Source: an optimization exercise on an open RTL-to-GDS flow (aim: small area). Production flows keep margins and buffers that such runs may drop.
Function was checked by simulation only, so behaviour that the tests miss may differ from the original.
Power and IR drop assume default switching activity.

==> flow/design.v (outline; a module is shown in full before it is edited, if it fits) <==
// module UIController: 990 lines
// module UIC_fa: 3 lines
// module UIC_inv: 3 lines
// module UIC_nand2: 3 lines
// module UIC_nand3: 3 lines
// module UIC_nand4: 3 lines
// module UIC_nor2: 3 lines
// module UIC_or2: 3 lines
// module UIC_or3: 3 lines
// module UIC_or4: 3 lines
// module UIC_aoi222: 3 lines
// module UIC_ao22: 3 lines
module UIController (
  input wire         Clock,
  input wire         Reset_n,
  input  wire [6:0]  REG,
  input  wire [9:0]  VALUE_D,
  output reg  [9:0]  VALUE_Q,
  input  wire        SET,
  input  wire        CLR,
  input  wire        INC,
  input  wire        DEC,
  output wire [8:0]  DISP_VMRK1,
  output wire [8:0]  DISP_VMRK2,
  output wire [8:0]  DISP_HMRK1,
  output wire [8:0]  DISP_HMRK2,
  output wire [1:0]  INPUT_SELECT,
  output wire [0:0]  ADC1_TDIV,
  output wire [1:0]  ADC1_VDIV,
  output wire [7:0]  ADC1_VSHIFT,
  output wire [13:0] ADC1_TRG_LVL,
  output wire [2:0]  ADC1_TRG_MODE,
  output wire [0:0]  ADC2_TDIV,
  output wire [1:0]  ADC2_VDIV,
  output wire [7:0]  ADC2_VSHIFT,
  output wire [13:0] ADC2_TRG_LVL,
  output wire [2:0]  ADC2_TRG_MODE,
  output wire [0:0]  DIG1_TDIV,
  output wire [7:0]  DIG1_VSHIFT,
  output wire [9:0]  DIG1_PAT,
  output wire [9:0]  DIG1_PDCC,
  output reg         DIG1_CFG,
  output wire [0:0]  DIG1_TRG_LVL,
  output wire [2:0]  DIG1_TRG_MODE,
  output wire [0:0]  DIG2_TDIV,
  output wire [7:0]  DIG2_VSHIFT,
  output wire [9:0]  DIG2_PAT,
  output wire [9:0]  DIG2_PDCC,
  output reg         DIG2_CFG,
  output wire [0:0]  DIG2_TRG_LVL,
  output wire [2:0]  DIG2_TRG_MODE,
  output wire [0:0]  DIG3_TDIV,
  output wire [7:0]  DIG3_VSHIFT,
  output wire [9:0]  DIG3_PAT,
  output wire [9:0]  DIG3_PDCC,
  output reg         DIG3_CFG,
  output wire [0:0]  DIG3_TRG_LVL,
  output wire [2:0]  DIG3_TRG_MODE,
  output wire [0:0]  DIG4_TDIV,
  output wire [7:0]  DIG4_VSHIFT,
  output wire [9:0]  DIG4_PAT,
  output wire [9:0]  DIG4_PDCC,
  output reg         DIG4_CFG,
  output wire [0:0]  DIG4_TRG_LVL,
  output wire [2:0]  DIG4_TRG_MODE
);
  // ...
==> flow/flow/run.sh <==
#!/bin/bash
# Standard layout, with the port buffers made from the smallest buffer and
# a clock tree of fewer, larger clusters without dummy loads.
set -euo pipefail
export BUFFER_PORTS_ARGS="-buffer_cell sky130_fd_sc_hd__buf_1"
export CTS_ARGS="-sink_clustering_enable -sink_clustering_size 14 -sink_clustering_max_diameter 60 -buf_list sky130_fd_sc_hd__clkbuf_8 -dont_use_dummy_load -repair_clock_nets"
bash standard.sh finish > standard.log 2>&1
==> flow/standard.sh <==
#!/bin/bash
# synth_recipe.tcl (not shown) runs the flow's synth.tcl, then flattens the netlist and writes it again
# the make line also repeats each setting of config.mk as NAME=value (left out here)
make -C /OpenROAD-flow-scripts/flow DESIGN_CONFIG=/design/flow/config.mk WORK_HOME=/design/flow/orfs CLKGATE_MAP_FILE= SYNTH_SCRIPT=/design/flow/synth_recipe.tcl "${@:-finish}"
==> flow/config.mk <==
export PLATFORM = sky130hd
export DESIGN_NAME = UIController
export DESIGN_NICKNAME = UIController
export VERILOG_FILES = /design/flow/design.v
export SDC_FILE = /design/flow/constraint.sdc
export NUM_CORES = 4
export LEC_CHECK = 0
export CAP_MARGIN = 20
export CORE_MARGIN = 2
export CORE_UTILIZATION = 60
export PLACE_DENSITY = 0.7
export SLEW_MARGIN = 20
export SYNTH_HIERARCHICAL = 1
export SYNTH_MINIMUM_KEEP_SIZE = 0
==> flow/constraint.sdc <==
create_clock -name core_clock -period 10.0 [get_ports {Clock}]
set_input_delay 2.0000 -clock core_clock [delete_from_list [all_inputs] [get_ports {Clock}]]
set_output_delay 2.0000 -clock core_clock [all_outputs]
set_load 0.01 [all_outputs]
==> impl_metrics.py, run 1 <==
metrics = {
    "drt": {
        "via_count": 9123,
        "vias_per_cell": 6.980,
    },
    "cells_and_area": {
        "multi_input_comb_cells": 511,
        "largest_class": "registers",
        "stdcell_area_sq_mm": 0.01140,
        "final_cell_mix": "buf_1, a22o_1, dfrtp_1, a222oi_1, nand2_1",
        "area.growth.synth_to_final_pct": 17.58,
        "seq_area_share_pct": 48.54,
        "fin_cells": 1307,
    },
    "setup_path": {
        "cp_num_buf_inv": 3,
        "worst_r2r_endpoint": "DISP_VMRK1_q[8]$_DFF_PN0_",
        "crit_path_max_incr_delay_ns": 0.60,
        "cp_top_family": "adder cells",
    },
    "global_route": {
        "busiest_layer": "met1",
        "grt_usage_pct": 39.62,
        "grt_overflow": 0,
        "grt_max_degree": 170,
        "grt_use_met3_pct": 10.65,
    },
    "run_status": {
        "status": "finished clean",
    },
    "synthesis": {
        "synthMuxAreaShare_pct": 0,
        "avgSynthCellArea_sq_um": 12.25,
        "yosys-top-cells-area": "dfrtp_1, a22o_1, a222oi_1",
        "synth-simple-area-share_pct": 8.115,
        "synth-edff-count": 0,
        "ys_ff_latch": 220,
    },
    "power": {
        "pwr-share-clk_pct": 24.6,
        "p_leak_nw": 5.439,
        "seq_power_mw": 1.08,
    },
    "worst_hold_path": {
        "holdPathStages": 1,
    },
    "timing": {
        "clock.fmax_mhz": 101.8,
        "fin_crit_ns": 9.820,
        "setup_slack_ns": 0.1800,
    },
    "floorplanning": {
        "std_cell_rows": 46,
        "die_area_sq_mm": 0.01720,
    },
    "clocking": {
        "htreeDepth": 1,
        "cts_made_buffers": 19,
    },
}
==> run 2: changes to the inputs <==
--- a/flow/design.v
+++ b/flow/design.v
@@ -430,17 +430,16 @@
   wire rt9_3;
   UIC_nand2 g182 (s[39], DIG4_PDCC_q[9], rt9_3);
   UIC_nand4 g183 (rt9_0, rt9_1, rt9_2, rt9_3, rd[9]);
   wire lvl = s[11] | s[16];
   wire cin = is_diff | DEC_p;
   wire ncin;
   UIC_inv g184 (cin, ncin);
   wire [9:0] kk;
-  wire [9:0] cy;
   wire [9:0] sum;
   assign kk[0] = is_diff ? ~((s[3] & DISP_VMRK1_q[0]) | (s[6] & DISP_HMRK1_q[0])) : ~DEC_p;
   assign kk[1] = is_diff ? ~((s[3] & DISP_VMRK1_q[1]) | (s[6] & DISP_HMRK1_q[1])) : (lvl ^ DEC_p);
   wire sub2;
   UIC_ao22 g185 (s[3], DISP_VMRK1_q[2], s[6], DISP_HMRK1_q[2], sub2);
   UIC_nor2 g186 (sub2, ncin, kk[2]);
   wire sub3;
   UIC_ao22 g187 (s[3], DISP_VMRK1_q[3], s[6], DISP_HMRK1_q[3], sub3);
@@ -456,27 +455,17 @@
   UIC_nor2 g194 (sub6, ncin, kk[6]);
   wire sub7;
   UIC_ao22 g195 (s[3], DISP_VMRK1_q[7], s[6], DISP_HMRK1_q[7], sub7);
   UIC_nor2 g196 (sub7, ncin, kk[7]);
   wire sub8;
   UIC_ao22 g197 (s[3], DISP_VMRK1_q[8], s[6], DISP_HMRK1_q[8], sub8);
   UIC_nor2 g198 (sub8, ncin, kk[8]);
   assign kk[9] = DEC_p;
-  assign cy[0] = cin;
-  UIC_fa a0 (.a(rd[0]), .b(kk[0]), .c(cy[0]), .s(sum[0]), .co(cy[1]));
-  UIC_fa a1 (.a(rd[1]), .b(kk[1]), .c(cy[1]), .s(sum[1]), .co(cy[2]));
-  UIC_fa a2 (.a(rd[2]), .b(kk[2]), .c(cy[2]), .s(sum[2]), .co(cy[3]));
-  UIC_fa a3 (.a(rd[3]), .b(kk[3]), .c(cy[3]), .s(sum[3]), .co(cy[4]));
-  UIC_fa a4 (.a(rd[4]), .b(kk[4]), .c(cy[4]), .s(sum[4]), .co(cy[5]));
-  UIC_fa a5 (.a(rd[5]), .b(kk[5]), .c(cy[5]), .s(sum[5]), .co(cy[6]));
-  UIC_fa a6 (.a(rd[6]), .b(kk[6]), .c(cy[6]), .s(sum[6]), .co(cy[7]));
-  UIC_fa a7 (.a(rd[7]), .b(kk[7]), .c(cy[7]), .s(sum[7]), .co(cy[8]));
-  UIC_fa a8 (.a(rd[8]), .b(kk[8]), .c(cy[8]), .s(sum[8]), .co(cy[9]));
-  assign sum[9] = rd[9] ^ kk[9] ^ cy[9];
+  assign sum = rd + kk + {9'd0, cin};
   always @(*) begin
     VALUE_Q[9] = rd[9];
   end
   wire vq0;
   UIC_ao22 g199 (is_diff, sum[0], nodiff, rd[0], vq0);
   wire vq1;
   UIC_ao22 g200 (is_diff, sum[1], nodiff, rd[1], vq1);
   wire vq2;
==> flow/flow/run.sh (replaced) <==
#!/bin/bash
# Standard layout, with the port buffers made from the smallest buffer,
# a clock tree of larger clusters without dummy loads, and one tie cell
# for the constant outputs.
set -euo pipefail
export BUFFER_PORTS_ARGS="-buffer_cell sky130_fd_sc_hd__buf_1"
export CTS_ARGS="-sink_clustering_enable -sink_clustering_size 9 -sink_clustering_max_diameter 45 -buf_list sky130_fd_sc_hd__clkbuf_4 -dont_use_dummy_load -repair_clock_nets"
export SKIP_REPAIR_TIE_FANOUT=1
bash standard.sh finish > standard.log 2>&1
==> flow/config.mk (replaced) <==
export PLATFORM = sky130hd
export DESIGN_NAME = UIController
export DESIGN_NICKNAME = UIController
export VERILOG_FILES = /design/flow/design.v
export SDC_FILE = /design/flow/constraint.sdc
export NUM_CORES = 4
export LEC_CHECK = 0
export CAP_MARGIN = 20
export CORE_MARGIN = 2
export CORE_UTILIZATION = 65
export GPL_TIMING_DRIVEN = 0
export PLACE_DENSITY = 0.75
export SLEW_MARGIN = 20
export SYNTH_HIERARCHICAL = 1
export SYNTH_MINIMUM_KEEP_SIZE = 0
==> run 2 against run 1 <==
  * Cell count is 0.54% higher
  * Register-to-register slack better by 1.8 ns
  * Clock power is 6.2% lower
  * Critical endpoint unchanged
  * Largest cell class unchanged
==> impl_metrics.py, run 2 <==
metrics = {
    "placed_design": {
        "dp_cells": 1283,
        "hpwl_um": 24390,
        "port-buffer-count": 254,
        "place_congestion": 0.9371,
        "placed_cell_area_sq_mm": 0.01128,
        "post-place-ws_ns": 1.608,
    },
    "synthesis": {
        "yosysMostFrequentCell": "a22o_1",
        "seq_area_frac_synth_pct": 56.04,
        "yosys.area.top_type": "dfrtp_1",
        "synthFlopType": "dfrtp_1",
        "yosys.area_share.adder_pct": 1.419,
        "synth_cell_types": 29,
        "yosys-top-cells-area": "dfrtp_1, a22o_1, a222oi_1",
        "synth_top_area_share_pct": 49.65,
        "avgSynthCellArea_sq_um": 11.87,
        "ys_top_cells_by_count": "a22o_1, dfrtp_1, a222oi_1",
        "netlist_instances": 832,
        "async_flop_share_pct": 100.0,
        "synth-edff-count": 0,
        "synth_area_sq_mm": 0.009878,
        "ys_warn_count": 7,
        "synth_top_family_by_area": "compound AO/OA/AOI/OAI gates",
        "ys_ff_latch": 220,
        "synthMuxAreaShare_pct": 0,
        "synth_compound_area_share_pct": 29.63,
        "synth-simple-area-share_pct": 8.499,
        "synth-xor-area-share_pct": 0.8866,
    },
    "cells_and_area": {
        "fin_cells": 1314,
        "final_cell_mix": "buf_1, a22o_1, dfrtp_1, a222oi_1, nor2_1",
        "drive_above_1_share_pct": 7.733,
        "fill_cells": 1092,
        "area.growth.synth_to_final_pct": 16.47,
        "multi_input_area_sq_mm": 0.004004,
        "layout_commonest_cell": "buf_1",
        "stdcell_area_sq_mm": 0.01150,
        "seq_area_sq_mm": 0.005535,
        "fin_nets": 1160,
    },
    "drt": {
        "wire_per_inst_um": 26.28,
        "route.detailed.drc": 0,
        "firstDrtPassIters": 9,
        "first_iter_violations": 1376,
        "routed_wl_um": 34530,
        "vias_per_cell": 7.217,
        "antenna_left": 0,
        "via_count": 9483,
    },
    "floorplanning": {
        "pin_count": 263,
        "die_area_sq_mm": 0.01620,
        "std_cell_rows": 45,
        "core_sq_mm": 0.01503,
        "die_w_um": 127.3,
        "die_h_um": 127.3,
        "start_util_pct": 65.71,
    },
    "timing": {
        "setup_slack_ns": 1.483,
        "hold_viol": 0,
        "report.final.setup_viol": 0,
        "clock.fmax_mhz": 117.4,
        "rsz0062_at_grt": "false",
        "slew_violations": 0,
        "relSlewSlack_pct": 19.10,
        "tightest_slew_ns": 1.214,
        "clock_skew_ns": 0.09301,
        "fin_crit_ns": 8.517,
        "period_share_pct": 85.17,
    },
    "power": {
        "swShare_pct": 31.20,
        "p_per_area_mw_per_mm2": 156.3,
        "ir_drop_uv": 105.7,
        "pwr-share-clk_pct": 23.3,
        "p_comb_share_pct": 17.2,
        "seqPwrFrac_pct": 59.4,
        "p_leak_nw": 5.473,
        "p_int_mw": 1.237,
        "switchingPower_uw": 560.9,
    },
    "setup_path": {
        "critPathMaxFanout": 11,
        "start_kind": "primary input",
        "endpoint_kind": "output pin",
        "arrival_ns": 6.52,
        "crit_type": "in -> out",
        "crit_required_ns": 8.00,
    },
    "global_route": {
        "grt_overflow": 0,
        "grt_pass1_vias": 8626,
        "grt_usage_pct": 41.61,
        "antenna_found_initial": 1,
        "grt_pass1_wl_um": 51180,
        "grt_max_degree": 34,
    },
    "clocking": {
        "clock_path_buffers": 3,
        "clkLatencyLatePin_ns": 0.71,
        "cts_tree": "built",
        "cts.sink_count": 220,
        "cts_root_buf": "clkbuf_4",
        "cts_hold_buf": 0,
        "htreeDepth": 1,
        "cts_made_buffers": 30,
        "post-cts-setup-buffer-count": 0,
        "clk_pin_slew_worst_paths_ns": 0.07,
        "cts_resized": 0,
    },
    "worst_hold_path": {
        "hp-class": "reg -> reg",
    },
    "run": {
        "max_cap_viol_count": 0,
    },
    "run_status": {
        "status": "finished clean",
    },
}
-- run 2: changes by cell type in the layout (fill, tap and decap cells not counted), sizes merged, moves of 6 or more --
| cell | change |
|---|---|
| conb | -7 |
| ha | +8 |
| fa | -7 |
| inv | +6 |
| xnor2 | +7 |
| clkbuf | +6 |
-- run 2: cell families after synthesis --
family / count (synthesis)
DFF: 220
buffers and inverters: 74
other: 1
and+or+nand+nor: 189
xor gates and xnor gates: 10
AOI/OAI and AO/OA: 328
adders and majority gates: 10
-- run 2: per-module statistics from Yosys, one instance, submodules excluded, a selection --
module | flip-flops and latches | copies in the design
UIC_or4 | 0 | 1
UIC_inv | 0 | 48
UIC_nand3 | 0 | 16
UIC_nand2 | 0 | 57
UIC_aoi222 | 0 | 67
UIC_nand4 | 0 | 21
-- run 2: metal layers --
metal / vias to the layer above / share of wire (%) / GRT usage [%]
li1: 3919 / - / -
met2: 794 / 44 / 58.70
met3: 125 / 13 / 11.14
met1: 4645 / 38 / 60.94
met4: 0 / 5.0 / 18.88
met5: - / 0 / 0
-- run 2: cell type report --
cell class                 count  area share, %
antenna                        1        0.02175
buffer                        18          1.175
clock buffer                  30          1.958
inverter                      56          1.827
multi-input combinational    538          34.80
sequential                   220          48.11
tap                          188          2.045
timing repair buffer         263          10.06
-- run 2: path summary, 6_finish.rpt --
path                                               to  cells after the start  slack (ns)                  startpoint
max                                        VALUE_Q[8]                     18        1.48                      REG[6]
min                          DIG1_PDCC_q[1]$_DFF_PN0_                      1        0.53    DIG1_PDCC_q[1]$_DFF_PN0_
max reg2reg                ADC1_VSHIFT_q[6]$_DFF_PN1_                     13        5.30  ADC2_VSHIFT_q[0]$_DFF_PN0_
min reg2reg                  DIG1_PDCC_q[1]$_DFF_PN0_                      1        0.53    DIG1_PDCC_q[1]$_DFF_PN0_
max in group asynchronous  DIG2_VSHIFT_q[3]$_DFF_PN1_                      5        7.37                     Reset_n
min in group asynchronous  DIG4_VSHIFT_q[1]$_DFF_PN0_                      1        1.38                     Reset_n
-- run 2: power by group through the flow --
stage / Clock (mW) / Sequential (mW) / Combinational, mW
after floorplan: 0 / 1.10 / 0.124
after global placement: 0 / 1.08 / 0.288
after detailed placement: 0 / 1.08 / 0.306
after CTS: 0.418 / 1.06 / 0.307
after global routing: 0.457 / 1.07 / 0.334
final: 0.420 / 1.07 / 0.310
-- run 2: per-stage QoR --
stage / total power, mW / utilization, % / setup TNS, ns / hold slack, ns
floorplan: 1.221 / - / 0 / 0.5493
global placement: 1.366 / 73.62 / -616.70 / 0.5024
detailed placement: 1.385 / 75.01 / 0 / 0.5098
CTS: 1.787 / 76.51 / 0 / 0.5301
global route: 1.865 / 76.53 / 0 / 0.5499
finish: 1.798 / 76.53 / 0 / 0.5316
-- run 2: worst max-delay path: stages --
cell      delay (ns)
buf_1           0.15
inv_1           0.14
nand4_1         0.31
nor2_1          0.26
or2_1           0.42
a222oi_1        0.39
nand4_1         0.21
or4_1           0.64
fa_1            0.48
inv_1           0.08
fa_1            0.19
nand2b_1        0.14
a21oi_1         0.10
a221oi_2        0.30
xnor2_1         0.21
a22o_1          0.21
buf_4           0.11
buf_1           0.14
==> run 3: changes to the inputs <==
--- a/flow/config.mk
+++ b/flow/config.mk
@@ -8,7 +8,6 @@
 export CAP_MARGIN = 20
 export CORE_MARGIN = 2
 export CORE_UTILIZATION = 65
-export GPL_TIMING_DRIVEN = 0
 export PLACE_DENSITY = 0.75
 export SLEW_MARGIN = 20
 export SYNTH_HIERARCHICAL = 1
==> run 3 against run 2 <==
  * Hold slack got worse by 0.0067 ns
  * Clock-buffer cell count did not move
  * Via count fell by 0.35%
  * Fmax rose by 3.5%
==> impl_metrics.py, run 3 <==
metrics = {
    "run_status": {
        "status": "finished clean",
    },
    "synthesis": {
        "ys_ff_latch": 220,
        "yosys-top-cells-area": "dfrtp_1, a22o_1, a222oi_1",
        "synth_area_sq_mm": 0.009878,
        "synth-edff-count": 0,
        "yosys.area.top_type": "dfrtp_1",
        "synthFlopType": "dfrtp_1",
        "netlist_instances": 832,
        "ys_warn_count": 7,
        "avgSynthCellArea_sq_um": 11.87,
        "ys_top_cells_by_count": "a22o_1, dfrtp_1, a222oi_1",
        "async_flop_share_pct": 100.0,
        "seq_area_frac_synth_pct": 56.04,
        "synth_top_area_share_pct": 49.65,
        "synth_cell_types": 29,
        "yosysMostFrequentCell": "a22o_1",
    },
    "timing": {
        "clock_skew_ns": 0.04669,
        "tightest_slew_ns": 0.9844,
        "relSlewSlack_pct": 34.37,
        "period_share_pct": 82.28,
        "whs_ns": 0.5249,
        "rsz0062_at_grt": "false",
        "slew_violations": 0,
        "setup_tns_ns": 0,
        "fin_crit_ns": 8.228,
        "report.final.setup_viol": 0,
        "hold_viol": 0,
        "clock.fmax_mhz": 121.5,
    },
    "drt": {
        "first_iter_violations": 1754,
        "vias_per_cell": 7.264,
        "route.detailed.drc": 0,
        "antenna_left": 0,
        "wire_per_inst_um": 26.54,
        "firstDrtPassIters": 9,
        "via_count": 9450,
        "routed_wl_um": 34530,
    },
    "clocking": {
        "cts_root_buf": "clkbuf_4",
        "clkLatencyLatePin_ns": 0.68,
        "cts.sink_count": 220,
        "cts_tree": "built",
        "cts_made_buffers": 30,
        "post-cts-setup-buffer-count": 0,
        "cts_resized": 0,
        "clock_path_buffers": 3,
        "htreeDepth": 1,
        "cts_hold_buf": 0,
        "clk_pin_slew_worst_paths_ns": 0.09,
    },
    "setup_path": {
        "cp_top_family": "simple AND/OR/NAND/NOR gates",
        "arrival_ns": 6.23,
        "endpoint_kind": "output pin",
        "cp_num_buf_inv": 4,
        "worstPathCellList": "buf_1, inv_1, nand4_1, nor2_1, or2_1, a222oi_1, nand4_1, or4_1, fa_1, inv_1, fa_1, nand2b_1, a21oi_1, a221oi_2, xnor2_1, a22o_1, buf_1",
        "crit_type": "in -> out",
        "cp_slowest_cell": "or4_1",
        "crit_path_max_incr_delay_ns": 0.61,
        "critPathMaxFanout": 11,
        "crit_required_ns": 8.00,
        "start_kind": "primary input",
    },
    "cells_and_area": {
        "fin_nets": 1147,
        "drive_above_1_share_pct": 6.385,
        "final_cell_mix": "buf_1, a22o_1, dfrtp_1, a222oi_1, nor2_1",
        "multi_input_area_sq_mm": 0.003999,
        "seq_area_sq_mm": 0.005535,
        "fill_cells": 1121,
        "area.growth.synth_to_final_pct": 14.09,
        "layout_commonest_cell": "buf_1",
    },
    "floorplanning": {
        "pin_count": 263,
        "die_w_um": 127.3,
        "std_cell_rows": 45,
        "die_h_um": 127.3,
        "start_util_pct": 65.71,
        "die_area_sq_mm": 0.01620,
        "core_sq_mm": 0.01503,
    },
    "placed_design": {
        "hpwl_um": 23980,
        "port-buffer-count": 254,
        "place_congestion": 0.9330,
    },
    "global_route": {
        "grt_pass1_vias": 8370,
        "grt_max_degree": 81,
        "grt_usage_pct": 41.59,
        "grt_pass1_wl_um": 50980,
        "grt_overflow": 0,
        "antenna_found_initial": 2,
    },
    "power": {
        "ir_drop_uv": 119.4,
        "p_per_area_mw_per_mm2": 159.0,
        "p_leak_nw": 5.362,
    },
    "worst_hold_path": {
        "hp-class": "reg -> reg",
    },
    "run": {
        "max_cap_viol_count": 0,
    },
}
## run 3: cell types whose count changed in the layout (fill, tap and decap cells not counted), moves of 2 or more
cell	delta
buf_16	-3
a22o_2	-2
a22o_1	+2
buf_4	-4
buf_12	-6
## run 3: path summary, 6_finish.rpt
path	end	slack, ns	start	cells after the start
worst max-delay path	VALUE_Q[8]	1.77	REG[3]	17
worst min-delay path	DIG4_PDCC_q[2]$_DFF_PN0_	0.52	DIG4_PDCC_q[2]$_DFF_PN0_	1
worst max register to register	ADC1_VSHIFT_q[4]$_DFF_PN1_	5.45	ADC1_TRG_MODE_q[0]$_DFF_PN0_	13
worst min register to register	DIG4_PDCC_q[2]$_DFF_PN0_	0.52	DIG4_PDCC_q[2]$_DFF_PN0_	1
max in group asynchronous	ADC2_VDIV_q[1]$_DFF_PN0_	7.01	Reset_n	2
min in group asynchronous	DIG3_PAT_q[6]$_DFF_PN0_	1.46	Reset_n	1
## run 3: cell families after synthesis
| logic type | share of synthesized area, % |
|---|---|
| DFF | 56.04 |
| and+or+nand+nor | 8.499 |
| other | 0.03796 |
| xor gates and xnor gates | 0.8867 |
| adders and majority gates | 1.419 |
| AOI/OAI and AO/OA | 29.63 |
| buffers and inverters | 3.496 |
## run 3: power breakdown
group / leakage (nW) / switching [mW] / total, mW / internal (mW)
Combinational: 2.30 / 0.188 / 0.296 / 0.108
Sequential: 2.92 / 0.0914 / 1.07 / 0.982
Clock: 0.138 / 0.285 / 0.422 / 0.137
Total: 5.36 / 0.565 / 1.79 / 1.23
## run 3: Yosys stat by module (local to each module, per instance), a selection
module,cells inside,times used
UIController,315,1
UIC_aoi222,1,67
UIC_ao22,1,244
UIC_or3,1,2
UIC_or2,1,12
UIC_nand4,1,21
UIC_nand3,1,16
UIC_nand2,1,57
## run 3: layer usage
layer,routed length (um),vias to the layer above,GRT usage [%]
li1,-,3893,-
met1,13010,4587,62.74
met2,15100,847,59.58
met3,5027,121,10.01
met4,1378,2,14.74
met5,10,-,0
## run 3: final cells by class
cell class	instances	share of cell area [%]
tap	188	2.087
multi-input combinational	538	35.48
clock buffer	30	1.998
inverter	56	1.865
antenna	1	0.02220
timing repair buffer	268	9.426
sequential	220	49.12
## run 3: per-stage QoR
stage | power (mW) | util (%) | cells | worst slack [ns] | cell area [sq um]
after CTS | 1.778 | 74.94 | 1300 | 1.892 | 11270
after global routing | 1.857 | 74.96 | 1301 | 1.562 | 11270
after global placement | 1.371 | 73.44 | 1270 | 2.032 | 11040
final | 1.791 | 74.96 | 1301 | 1.772 | 11270
after detailed placement | 1.377 | 73.44 | 1270 | 1.903 | 11040
after floorplan | 1.221 | - | 832 | 2.647 | 9878
==> run 4: changes to the inputs <==
--- a/flow/config.mk
+++ b/flow/config.mk
@@ -7,8 +7,8 @@
 export LEC_CHECK = 0
 export CAP_MARGIN = 20
 export CORE_MARGIN = 2
-export CORE_UTILIZATION = 65
-export PLACE_DENSITY = 0.75
+export CORE_UTILIZATION = 72
+export PLACE_DENSITY = 0.8
 export SLEW_MARGIN = 20
 export SYNTH_HIERARCHICAL = 1
 export SYNTH_MINIMUM_KEEP_SIZE = 0
==> run 4 against run 3 <==
  * Still clean
  * Die area decreased by 9.4%
  * Combinational power increased by 3%
  * Clock skew increased by 0.071 ns
  * Synthesized cell count unchanged
  * Critical path depth unchanged
  * Hold slack improved by 0.014 ns
  * Final area decreased by 0.49%
  * Critical path type unchanged
  * Largest power group unchanged
==> impl_metrics.py, run 4 <==
metrics = {
    "run_status": {
        "status": "finished clean",
    },
    "synthesis": {
        "synth_area_sq_mm": 0.009878,
        "async_flop_share_pct": 100.0,
        "ys_ff_latch": 220,
        "avgSynthCellArea_sq_um": 11.87,
        "synth_cell_types": 29,
        "seq_area_frac_synth_pct": 56.04,
        "synth-edff-count": 0,
        "ys_warn_count": 7,
        "synthFlopType": "dfrtp_1",
        "yosys-top-cells-area": "dfrtp_1, a22o_1, a222oi_1",
        "yosys.area.top_type": "dfrtp_1",
        "netlist_instances": 832,
        "ys_top_cells_by_count": "a22o_1, dfrtp_1, a222oi_1",
        "yosysMostFrequentCell": "a22o_1",
        "synth_top_area_share_pct": 49.65,
    },
    "drt": {
        "antenna_left": 0,
        "wl_met1_um": 12210,
        "via_count": 10040,
        "firstDrtPassIters": 7,
        "met2_wirelength_um": 16120,
        "route.detailed.drc": 0,
        "first_iter_violations": 2089,
        "top_layer": "met4",
        "vias_per_cell": 7.832,
        "wire_per_inst_um": 28.91,
        "dr_wl_met3_um": 6212,
        "routed_wl_um": 37070,
    },
    "power": {
        "p_leak_nw": 5.330,
        "p_comb_share_pct": 17.0,
        "pwr-share-clk_pct": 23.1,
        "ir_drop_uv": 149.9,
        "swShare_pct": 32.51,
        "p_int_mw": 1.219,
        "seqPwrFrac_pct": 59.9,
        "switchingPower_uw": 587.2,
        "p_per_area_mw_per_mm2": 161.1,
    },
    "timing": {
        "hold_viol": 0,
        "clock.fmax_mhz": 121.9,
        "rsz0062_at_grt": "false",
        "tightest_slew_ns": 1.054,
        "setup_tns_ns": 0,
        "period_share_pct": 82.06,
        "relSlewSlack_pct": 29.48,
        "report.final.setup_viol": 0,
        "clock_skew_ns": 0.1177,
        "fin_crit_ns": 8.206,
        "whs_ns": 0.5385,
        "slew_violations": 0,
    },
    "floorplanning": {
        "die_area_sq_mm": 0.01467,
        "start_util_pct": 74.30,
        "core_sq_mm": 0.01330,
        "die_w_um": 121.1,
        "std_cell_rows": 42,
        "pin_count": 263,
        "die_h_um": 121.1,
    },
    "global_route": {
        "antenna_found_initial": 2,
        "grt_max_degree": 159,
        "grt_usage_pct": 50.54,
        "grt_pass1_vias": 9534,
        "grt_pass1_wl_um": 56010,
        "grt_overflow": 0,
    },
    "cells_and_area": {
        "fill_cells": 752,
        "layout_commonest_cell": "buf_1",
        "fin_nets": 1140,
        "final_cell_mix": "buf_1, a22o_1, dfrtp_1, a222oi_1, nor2_1",
        "drive_above_1_share_pct": 5.792,
        "area.growth.synth_to_final_pct": 13.53,
    },
    "clocking": {
        "cts_resized": 0,
        "cts_root_buf": "clkbuf_4",
        "post-cts-setup-buffer-count": 0,
        "clock_path_buffers": 3,
        "htreeDepth": 1,
        "cts.sink_count": 220,
        "cts_hold_buf": 0,
        "cts_made_buffers": 28,
        "clkLatencyLatePin_ns": 0.71,
        "cts_tree": "built",
        "clk_pin_slew_worst_paths_ns": 0.10,
    },
    "setup_path": {
        "endpoint_kind": "output pin",
        "start_kind": "primary input",
        "cp_top_family": "simple AND/OR/NAND/NOR gates",
        "arrival_ns": 6.21,
        "rr_worst_depth": 13,
        "cp_slowest_cell": "or4_1",
        "crit_required_ns": 8.00,
        "worstPathCellList": "buf_1, inv_1, nand4_1, nor2_1, or2_1, a222oi_1, nand4_1, or4_1, fa_1, inv_1, fa_1, nand2b_1, a21oi_1, a221oi_2, xnor2_1, a22o_1, buf_1",
        "cp_num_buf_inv": 4,
        "r2r_setup_slack_ns": 5.42,
        "crit_type": "in -> out",
        "crit_path_max_incr_delay_ns": 0.62,
        "crit_cells": 17,
        "critPathMaxFanout": 11,
    },
    "worst_hold_path": {
        "hp-class": "reg -> reg",
        "holdPathStages": 1,
    },
    "run": {
        "max_cap_viol_count": 0,
    },
    "placed_design": {
        "place_congestion": 1.006,
        "port-buffer-count": 254,
        "hpwl_um": 25950,
    },
}
-- run 4: cell counts after synthesis --
No cell type changed its count.
-- run 4: metrics by stage --
stage	std cells	setup WS, ns	power (mW)	cell area (sq um)	utilization (%)
final	1282	1.794	1.806	11210	84.35
after global routing	1282	1.601	1.857	11210	84.35
after CTS	1281	1.942	1.780	11210	84.32
after detailed placement	1253	1.942	1.387	11000	82.74
after global placement	1253	2.082	1.370	11000	82.74
after floorplan	832	2.647	1.221	9878	-
-- run 4: cell families (layout without fill, tap and decap cells) --
family                   Yosys count  after routing  share of synthesized area (%)
buffers and inverters             74            347                          3.496
adder cells (fa/ha/maj)           10             10                          1.419
AO/OA/AOI/OAI                    328            328                          29.63
flip-flops                       220            220                          56.04
other                              1              2                        0.03796
XOR/XNOR                          10             10                         0.8867
AND/OR/NAND/NOR                  189            189                          8.499
-- run 4: metal layers --
layer | vias up | track usage (%)
met5 | - | 0
met4 | 0 | 25.43
met3 | 256 | 16.78
met2 | 1170 | 74.44
met1 | 4738 | 67.81
li1 | 3877 | -
-- run 4: worst register-to-register path: cells and delay by family (launching register included) --
| family | cells | cell delay (ns) |
|---|---|---|
| AO/OA/AOI/OAI | 4 | 1.62 |
| AND/OR/NAND/NOR | 5 | 1.46 |
| adder cells (fa/ha/maj) | 2 | 0.67 |
| flip-flops | 1 | 0.43 |
| XOR/XNOR | 1 | 0.17 |
| buffers and inverters | 1 | 0.09 |
-- run 4: final timing paths --
kind | to | startpoint
min | DIG2_VSHIFT_q[2]$_DFF_PN0_ | DIG2_VSHIFT_q[2]$_DFF_PN0_
max in group asynchronous | DIG1_PAT_q[1]$_DFF_PN0_ | Reset_n
max | VALUE_Q[8] | REG[3]
min in group asynchronous | ADC1_TRG_LVL_q[2]$_DFF_PN0_ | Reset_n
max reg2reg | DIG4_VSHIFT_q[4]$_DFF_PN1_ | ADC1_TRG_MODE_q[0]$_DFF_PN0_
min reg2reg | DIG2_VSHIFT_q[2]$_DFF_PN0_ | DIG2_VSHIFT_q[2]$_DFF_PN0_
-- run 4: layout make-up --
type                    instances  area [sq um]  area share, %
diodes                          1         2.502        0.02231
clock buffers                  28         210.2          1.874
inverters                      56         210.2          1.874
multi-input cells             538          3999          35.66
flip-flops and latches        220          5535          49.36
well taps                     176         220.2          1.964
repair buffers                263          1037          9.249
-- run 4: Yosys stat by module, one instance, submodules excluded, a selection --
| module | cells inside | times used | cell area [sq um] |
|---|---|---|---|
| UIC_nand3 | 1 | 16 | 5.005 |
| UIC_ao22 | 1 | 244 | 8.758 |
| UIC_or4 | 1 | 1 | 7.507 |
| UIC_inv | 1 | 48 | 3.754 |
| UIController | 315 | 1 | 6186 |
| UIC_nand4 | 1 | 21 | 6.256 |
| UIC_nor2 | 1 | 49 | 3.754 |
| UIC_nand2 | 1 | 57 | 3.754 |
| UIC_or2 | 1 | 12 | 6.256 |
| UIC_aoi222 | 1 | 67 | 10.01 |
-- run 4: power groups by stage --
stage / clock network, mW / registers [mW] / logic (mW)
3_5_place_dp: 0 / 1.09 / 0.298
3_3_place_gp: 0 / 1.09 / 0.285
5_1_grt: 0.448 / 1.08 / 0.324
6_report: 0.418 / 1.08 / 0.306
4_1_cts: 0.407 / 1.07 / 0.300
2_1_floorplan: 0 / 1.10 / 0.124
==> run 5: changes to the inputs <==
--- a/flow/config.mk
+++ b/flow/config.mk
@@ -5,10 +5,10 @@
 export SDC_FILE = /design/flow/constraint.sdc
 export NUM_CORES = 4
 export LEC_CHECK = 0
-export CAP_MARGIN = 20
+export CAP_MARGIN = 5
 export CORE_MARGIN = 2
 export CORE_UTILIZATION = 72
 export PLACE_DENSITY = 0.8
-export SLEW_MARGIN = 20
+export SLEW_MARGIN = 5
 export SYNTH_HIERARCHICAL = 1
 export SYNTH_MINIMUM_KEEP_SIZE = 0
==> run 5 against run 4 <==
  * Still clean on timing, DRC and antenna
  * Clock skew down 0.0014 ns
  * Clock power is essentially flat
  * Fmax hardly changed
  * Largest power group unchanged
==> impl_metrics.py, run 5 <==
metrics = {
    "run_status": {
        "status": "finished clean",
    },
    "placed_design": {
        "post-place-ws_ns": 1.942,
        "port-buffer-count": 254,
        "hpwl_um": 25950,
        "place_congestion": 1.006,
        "dp_cells": 1253,
    },
    "cells_and_area": {
        "fill_cells": 753,
        "fin_cells": 1282,
        "layout_commonest_cell": "buf_1",
        "fin_nets": 1140,
        "final_util_pct": 84.34,
        "drive_above_1_share_pct": 5.701,
        "area.growth.synth_to_final_pct": 13.52,
        "final_cell_mix": "buf_1, a22o_1, dfrtp_1, a222oi_1, nor2_1",
    },
    "floorplanning": {
        "core_sq_mm": 0.01330,
        "std_cell_rows": 42,
        "die_h_um": 121.1,
        "start_util_pct": 74.30,
        "pin_count": 263,
        "die_area_sq_mm": 0.01467,
        "die_w_um": 121.1,
    },
    "setup_path": {
        "r2r_setup_slack_ns": 5.41,
        "cp_slowest_cell": "or4_1",
        "critPathMaxFanout": 11,
        "endpoint_kind": "output pin",
        "crit_path_max_incr_delay_ns": 0.61,
        "crit_required_ns": 8.00,
        "cp_num_buf_inv": 4,
        "start_kind": "primary input",
        "crit_type": "in -> out",
        "worstPathCellList": "buf_1, inv_1, nand4_1, nor2_1, or2_1, a222oi_1, nand4_1, or4_1, fa_1, inv_1, fa_1, nand2b_1, a21oi_1, a221oi_2, xnor2_1, a22o_1, buf_1",
        "cp_top_family": "simple AND/OR/NAND/NOR gates",
        "arrival_ns": 6.21,
    },
    "clocking": {
        "cts_resized": 0,
        "post-cts-setup-buffer-count": 0,
        "clock_path_buffers": 3,
        "cts_made_buffers": 28,
        "cts_root_buf": "clkbuf_4",
        "cts_tree": "built",
        "clk_pin_slew_worst_paths_ns": 0.10,
        "cts.sink_count": 220,
        "htreeDepth": 1,
        "clkLatencyLatePin_ns": 0.71,
        "cts_hold_buf": 0,
    },
    "global_route": {
        "grt_pass1_vias": 9534,
        "grt_overflow": 0,
        "grt_pass1_wl_um": 56010,
        "grt_usage_pct": 50.54,
        "antenna_found_initial": 2,
        "grt_max_degree": 159,
    },
    "drt": {
        "firstDrtPassIters": 10,
        "routed_wl_um": 36980,
        "vias_per_cell": 7.824,
        "route.detailed.drc": 0,
        "antenna_left": 0,
        "first_iter_violations": 2096,
        "wire_per_inst_um": 28.84,
        "via_count": 10030,
    },
    "power": {
        "finalPower_mw": 1.807,
        "ir_drop_uv": 150.0,
        "swShare_pct": 32.55,
        "p_leak_nw": 5.330,
        "p_int_mw": 1.219,
        "p_per_area_mw_per_mm2": 161.2,
        "p_comb_share_pct": 16.9,
        "seqPwrFrac_pct": 59.9,
        "pwr-share-clk_pct": 23.2,
        "switchingPower_uw": 588.4,
    },
    "run": {
        "max_cap_viol_count": 0,
    },
    "synthesis": {
        "synth_area_sq_mm": 0.009878,
        "yosysMostFrequentCell": "a22o_1",
        "ys_ff_latch": 220,
        "ys_top_cells_by_count": "a22o_1, dfrtp_1, a222oi_1",
        "seq_area_frac_synth_pct": 56.04,
        "synthFlopType": "dfrtp_1",
        "synth_cell_types": 29,
        "ys_warn_count": 7,
        "yosys-top-cells-area": "dfrtp_1, a22o_1, a222oi_1",
        "yosys.area.top_type": "dfrtp_1",
        "synth_top_area_share_pct": 49.65,
        "async_flop_share_pct": 100.0,
        "avgSynthCellArea_sq_um": 11.87,
        "synth-edff-count": 0,
        "netlist_instances": 832,
    },
    "timing": {
        "fin_crit_ns": 8.211,
        "setup_tns_ns": 0,
        "report.final.setup_viol": 0,
        "relSlewSlack_pct": 10.06,
        "clock_skew_ns": 0.1163,
        "setup_slack_ns": 1.789,
        "period_share_pct": 82.11,
        "hold_viol": 0,
        "slew_violations": 0,
        "tightest_slew_ns": 1.349,
        "clock.fmax_mhz": 121.8,
        "rsz0062_at_grt": "false",
    },
    "worst_hold_path": {
        "hp-class": "reg -> reg",
    },
}
run 5: cell counts after synthesis:
Identical to the previous run, type by type.
run 5: layout make-up:
type	count	area, sq um	area share [%]
Multi-Input combinational cell	538	3998	35.65
Inverter	56	210.2	1.875
Tap cell	176	220.2	1.964
Clock buffer	28	210.2	1.875
Timing Repair Buffer	263	1037	9.250
Antenna cell	1	2.502	0.02232
Sequential cell	220	5535	49.36
run 5: path summary, 6_finish.rpt:
path,cells after the start,to,from
setup / recovery,17,VALUE_Q[8],REG[3]
hold / removal,1,DIG4_TRG_MODE_q[2]$_DFF_PN0_,DIG4_TRG_MODE_q[2]$_DFF_PN0_
setup reg to reg,13,DIG4_VSHIFT_q[4]$_DFF_PN1_,ADC2_VSHIFT_q[0]$_DFF_PN0_
hold reg to reg,1,DIG4_TRG_MODE_q[2]$_DFF_PN0_,DIG4_TRG_MODE_q[2]$_DFF_PN0_
max in group asynchronous,2,ADC2_TRG_LVL_q[0]$_DFF_PN0_,Reset_n
min in group asynchronous,1,ADC1_TRG_LVL_q[1]$_DFF_PN0_,Reset_n
run 5: per-module statistics from Yosys (local to each module, per instance):
module        flops+latches  times used  cells  cell area [sq um]
UIC_aoi222                0          67      1              10.01
UIC_or2                   0          12      1              6.256
UIC_or3                   0           2      1              6.256
UIC_or4                   0           1      1              7.507
UIController            220           1    315               6186
UIC_inv                   0          48      1              3.754
UIC_nand3                 0          16      1              5.005
UIC_nand2                 0          57      1              3.754
UIC_nor2                  0          49      1              3.754
UIC_ao22                  0         244      1              8.758
UIC_nand4                 0          21      1              6.256
run 5: logic make-up after synthesis:
| group | after synthesis | synth area share [%] |
|---|---|---|
| buffers and inverters | 74 | 3.496 |
| and+or+nand+nor | 189 | 8.499 |
| adders and majority gates | 10 | 1.419 |
| DFF | 220 | 56.04 |
| AOI/OAI and AO/OA | 328 | 29.63 |
| other | 1 | 0.03796 |
| xor gates and xnor gates | 10 | 0.8867 |
run 5: through the flow:
step / cell area, sq um / hold slack (ns)
3_3_place_gp: 11000 / 0.5057
2_1_floorplan: 9878 / 0.5493
4_1_cts: 11210 / 0.5337
6_report: 11210 / 0.5354
5_1_grt: 11210 / 0.5549
3_5_place_dp: 11000 / 0.5125
run 5: power groups by stage:
stage          clock (mW)  sequential (mW)  combinational, mW
5_1_grt             0.448             1.08              0.324
6_report            0.419             1.08              0.306
3_3_place_gp            0             1.09              0.285
3_5_place_dp            0             1.09              0.298
2_1_floorplan           0             1.10              0.124
4_1_cts             0.407             1.07              0.300
run 5: routing by layer:
layer / up-vias / GRT usage, % / share of wire [%]
met2: 1171 / 74.44 / 43
met3: 248 / 16.78 / 17
met5: - / 0 / 0
met4: 0 / 25.43 / 7.0
li1: 3872 / - / -
met1: 4739 / 67.81 / 33

## static timing again, ports no longer ideal
The flow's constraints put no driver on any port. The routed layouts listed below were extracted and timed again, unchanged, in two steps. Step 1 assumes that a clkbuf_16 drives the clock port and a buf_2 every other input. Step 2, shift: input delay + t, output delay - t, t = (earliest + latest rising clock arrival at the registers) / 2. This alone moves slack from input paths to output paths. Three values: ideal, step 1, step 2; two values: the first two.
| run | t, ns | setup slack, ns | latest minus earliest clock arrival (ns) |
|---|---|---|---|
| run 1 | 0.546 | 0.180 / 0.123 / 0.123 | 0.048 / 0.048 |
| run 2 | 0.701 | 1.483 / 1.435 / 1.435 | 0.093 / 0.093 |
| run 3 | 0.699 | 1.772 / 1.717 / 1.717 | 0.047 / 0.046 |
| run 4 | 0.695 | 1.794 / 1.761 / 1.761 | 0.118 / 0.118 |
| run 5 | 0.695 | 1.789 / 1.756 / 1.756 | 0.116 / 0.116 |
After both steps setup and hold are still met in every run listed. For run 1, which loses most, drivers alone change the setup slack by -0.057 ns; drivers and shift together by -0.057 ns.
